Background: an optimization exercise with open tools, aiming at small area, a short achievable clock period and few clock cycles per item. Do not read the settings as production practice. In this exercise RTL edits were held to simulation tests only and were not proved equivalent to the original. No activity file was given, so power comes from the tool's default toggle rates.

## job 101
==> flow/design.v (excerpt) <==
module top_module(clk, reset, INIT, READY, DONE,
                  input_ram_en, input_ram_addr, input_ram_data,
                  filter_rom_en, filter_rom_addr, filter_rom_data,
                  conv_valid, conv_out);
For scale: ~1700 cells after synthesis, roughly 350 flip-flops.
==> flow/config.mk <==
export PLATFORM = sky130hd
export DESIGN_NAME = top_module
export DESIGN_NICKNAME = top_module
export VERILOG_FILES = /design/flow/design.v
export SDC_FILE = /design/flow/constraint.sdc
export NUM_CORES = 4
export LEC_CHECK = 0
export CAP_MARGIN = 20
export CORE_MARGIN = 2
export CORE_UTILIZATION = 55
export PLACE_DENSITY = 0.75
export SETUP_SLACK_MARGIN = 3.5
export SLEW_MARGIN = 20
export SYNTH_HIERARCHICAL = 1
export SYNTH_MINIMUM_KEEP_SIZE = 0
==> flow/constraint.sdc <==
create_clock -name core_clock -period 6.0 [get_ports {clk}]
set_input_delay 1.2000 -clock core_clock [delete_from_list [all_inputs] [get_ports {clk}]]
set_output_delay 1.2000 -clock core_clock [all_outputs]
set_load 0.01 [all_outputs]
standard.sh (not shown) runs the stock make flow with config.mk's settings and CLKGATE_MAP_FILE= SYNTH_SCRIPT=/design/flow/synth_recipe.tcl, a recipe that flattens the netlist after the stock synthesis.
==> flow/flow/run.sh <==
#!/bin/bash
# Layout flow: the standard ORFS flow (standard.sh), with these changes:
#  - port buffers: at the start of global placement, flow/pre_gpl.tcl removes the
#    synthesis buffers (as the standard flow does there) and puts a
#    sky130_fd_sc_hd__buf_1 on every input port and a sky130_fd_sc_hd__buf_1 on every
#    output port, in place of the standard buffer_ports call; they are kept through
#    the step's own remove_buffers and released for timing repair by
#    flow/post_gpl.tcl;
#  - clock tree synthesis arguments: -sink_clustering_enable -repair_clock_nets -dont_use_dummy_load -buf_list sky130_fd_sc_hd__clkbuf_8 -sink_clustering_size 15 -sink_clustering_max_diameter 60
# The whole make output goes to flow_make.log in the work folder; ORFS also keeps
# each step's own log under orfs/logs/.
set -euo pipefail
export CTS_ARGS="-sink_clustering_enable -repair_clock_nets -dont_use_dummy_load -buf_list sky130_fd_sc_hd__clkbuf_8 -sink_clustering_size 15 -sink_clustering_max_diameter 60"
bash standard.sh "DONT_BUFFER_PORTS=1" "PRE_GLOBAL_PLACE_TCL=$PWD/flow/pre_gpl.tcl" "POST_GLOBAL_PLACE_TCL=$PWD/flow/post_gpl.tcl" "CTS_ARGS=$CTS_ARGS" finish > flow_make.log 2>&1
==> flow/flow/post_gpl.tcl <==
# Let timing repair resize the port buffers again.
unset_dont_touch [get_cells {input* output*}]
==> flow/flow/pre_gpl.tcl <==
# Buffer every input and output port (the standard flow's buffer_ports, with chosen cells).
remove_buffers
buffer_ports -inputs -buffer_cell sky130_fd_sc_hd__buf_1
buffer_ports -outputs -buffer_cell sky130_fd_sc_hd__buf_1
set_dont_touch [get_cells {input* output*}]
puts "port buffers: [llength [get_cells {input* output*}]]"
Testbench counts of job 101, summed over its fixed seeds: cycles 8,320, items 4,112.
--- input diff job 101..job 102 ---
==> flow/flow/run.sh <==
#!/bin/bash
# Layout flow: the standard ORFS flow (standard.sh), with these changes:
#  - port buffers: at the start of global placement, flow/pre_gpl.tcl removes the
#    synthesis buffers (as the standard flow does there) and puts a
#    sky130_fd_sc_hd__buf_4 on every input port and a sky130_fd_sc_hd__buf_1 on every
#    output port, in place of the standard buffer_ports call; they are kept through
#    the step's own remove_buffers and released for timing repair by
#    flow/post_gpl.tcl;
#  - clock tree synthesis arguments: -sink_clustering_enable -repair_clock_nets -dont_use_dummy_load -buf_list sky130_fd_sc_hd__clkbuf_8 -sink_clustering_size 20 -sink_clustering_max_diameter 50
# The whole make output goes to flow_make.log in the work folder; ORFS also keeps
# each step's own log under orfs/logs/.
set -euo pipefail
export CTS_ARGS="-sink_clustering_enable -repair_clock_nets -dont_use_dummy_load -buf_list sky130_fd_sc_hd__clkbuf_8 -sink_clustering_size 20 -sink_clustering_max_diameter 50"
bash standard.sh "DONT_BUFFER_PORTS=1" "PRE_GLOBAL_PLACE_TCL=$PWD/flow/pre_gpl.tcl" "POST_GLOBAL_PLACE_TCL=$PWD/flow/post_gpl.tcl" "CTS_ARGS=$CTS_ARGS" finish > flow_make.log 2>&1
==> flow/flow/pre_gpl.tcl <==
# Buffer every input and output port (the standard flow's buffer_ports, with chosen cells).
remove_buffers
buffer_ports -inputs -buffer_cell sky130_fd_sc_hd__buf_4
buffer_ports -outputs -buffer_cell sky130_fd_sc_hd__buf_1
set_dont_touch [get_cells {input* output*}]
puts "port buffers: [llength [get_cells {input* output*}]]"
### Flow results
- Re via count: job 102 is about 0.5% down on job 101.
- Taking job 101 as the reference, in job 102 part of the power in combinational logic went down 0.6 points; worst-case vdd ir drop went down 2.7%; data arrival time of the critical path has decreased.
- On job 102: maximum frequency is 2.4% higher than what job 101 gave.
- Fraction of standard cell area that is sequential: job 102 vs job 101 down 0.27 points
Edits applied to the flow inputs when going from job 102 to job 103:
Settings: SETUP_SLACK_MARGIN: 3.5 -> 3.7.
==> flow/flow/run.sh <==
#!/bin/bash
# Layout flow: the standard ORFS flow (standard.sh), with these changes:
#  - port buffers: at the start of global placement, flow/pre_gpl.tcl removes the
#    synthesis buffers (as the standard flow does there) and puts a
#    sky130_fd_sc_hd__buf_4 on every input port and a sky130_fd_sc_hd__buf_1 on every
#    output port, in place of the standard buffer_ports call; they are kept through
#    the step's own remove_buffers and released for timing repair by
#    flow/post_gpl.tcl;
#  - clock tree synthesis arguments: -sink_clustering_enable -repair_clock_nets -dont_use_dummy_load -buf_list sky130_fd_sc_hd__clkbuf_8 -sink_clustering_size 15 -sink_clustering_max_diameter 60
# The whole make output goes to flow_make.log in the work folder; ORFS also keeps
# each step's own log under orfs/logs/.
set -euo pipefail
export CTS_ARGS="-sink_clustering_enable -repair_clock_nets -dont_use_dummy_load -buf_list sky130_fd_sc_hd__clkbuf_8 -sink_clustering_size 15 -sink_clustering_max_diameter 60"
bash standard.sh "DONT_BUFFER_PORTS=1" "PRE_GLOBAL_PLACE_TCL=$PWD/flow/pre_gpl.tcl" "POST_GLOBAL_PLACE_TCL=$PWD/flow/post_gpl.tcl" "CTS_ARGS=$CTS_ARGS" finish > flow_make.log 2>&1
Findings:
- Job 103 went all the way through synthesis, placement and routing and the layout is clean on timing, DRC and antenna.
- Job 102 → job 103: register-to-register slack now sits lower; worst-case hold slack rose 0.033 ns; number of standard cells after synthesis has remained practically unchanged; end-of-flow core utilization up 4.9 points.
- Arrival time reported for the critical path endpoint up 0.12 ns in job 103 wrt job 102
- Comparing job 103 against job 102, there is no change at all in fraction of synthesis flops using an asynchronous set or reset pin.
- Measured against each other, job 103 and job 102 differ in number of clock buffer instances in the layout, the higher figure coming from job 102.

==> re-timing with driven ports <==
Ports are ideal in the flow. The routed layouts listed here were re-timed in OpenROAD. Step 1, drivers: a clkbuf_16 drives clk and a buf_2 each remaining input, both assumed. Step 2 moves the port delays by t, midway between the first and last clock arrival at a register: inputs arrive t later, outputs are due t later. That takes back most of the time a late clock gives input paths. Slacks: no drivers / after step 1 / after step 2; pairs: no drivers / after step 1.
| run | t (ns) | setup WS [ns] | worst setup path after step 2 | clock arrival spread, ns | worst slew at a driven data input, ns |
|---|---|---|---|---|---|
| job 101 | 0.588 | 3.467 / 3.489 / 2.901 | input to register | 0.061 / 0.060 | 0.09 |
| job 102 | 0.608 | 3.526 / 3.526 / 3.020 | input to register | 0.080 / 0.080 | 0.05 |
| job 103 | 0.645 | 3.491 / 3.491 / 3.062 | input to register | 0.051 / 0.051 | 0.07 |
After both steps every run listed still meets setup and hold. The setup slack of job 101, which loses most, moves by +0.022 ns with the drivers and by -0.566 ns with both steps.
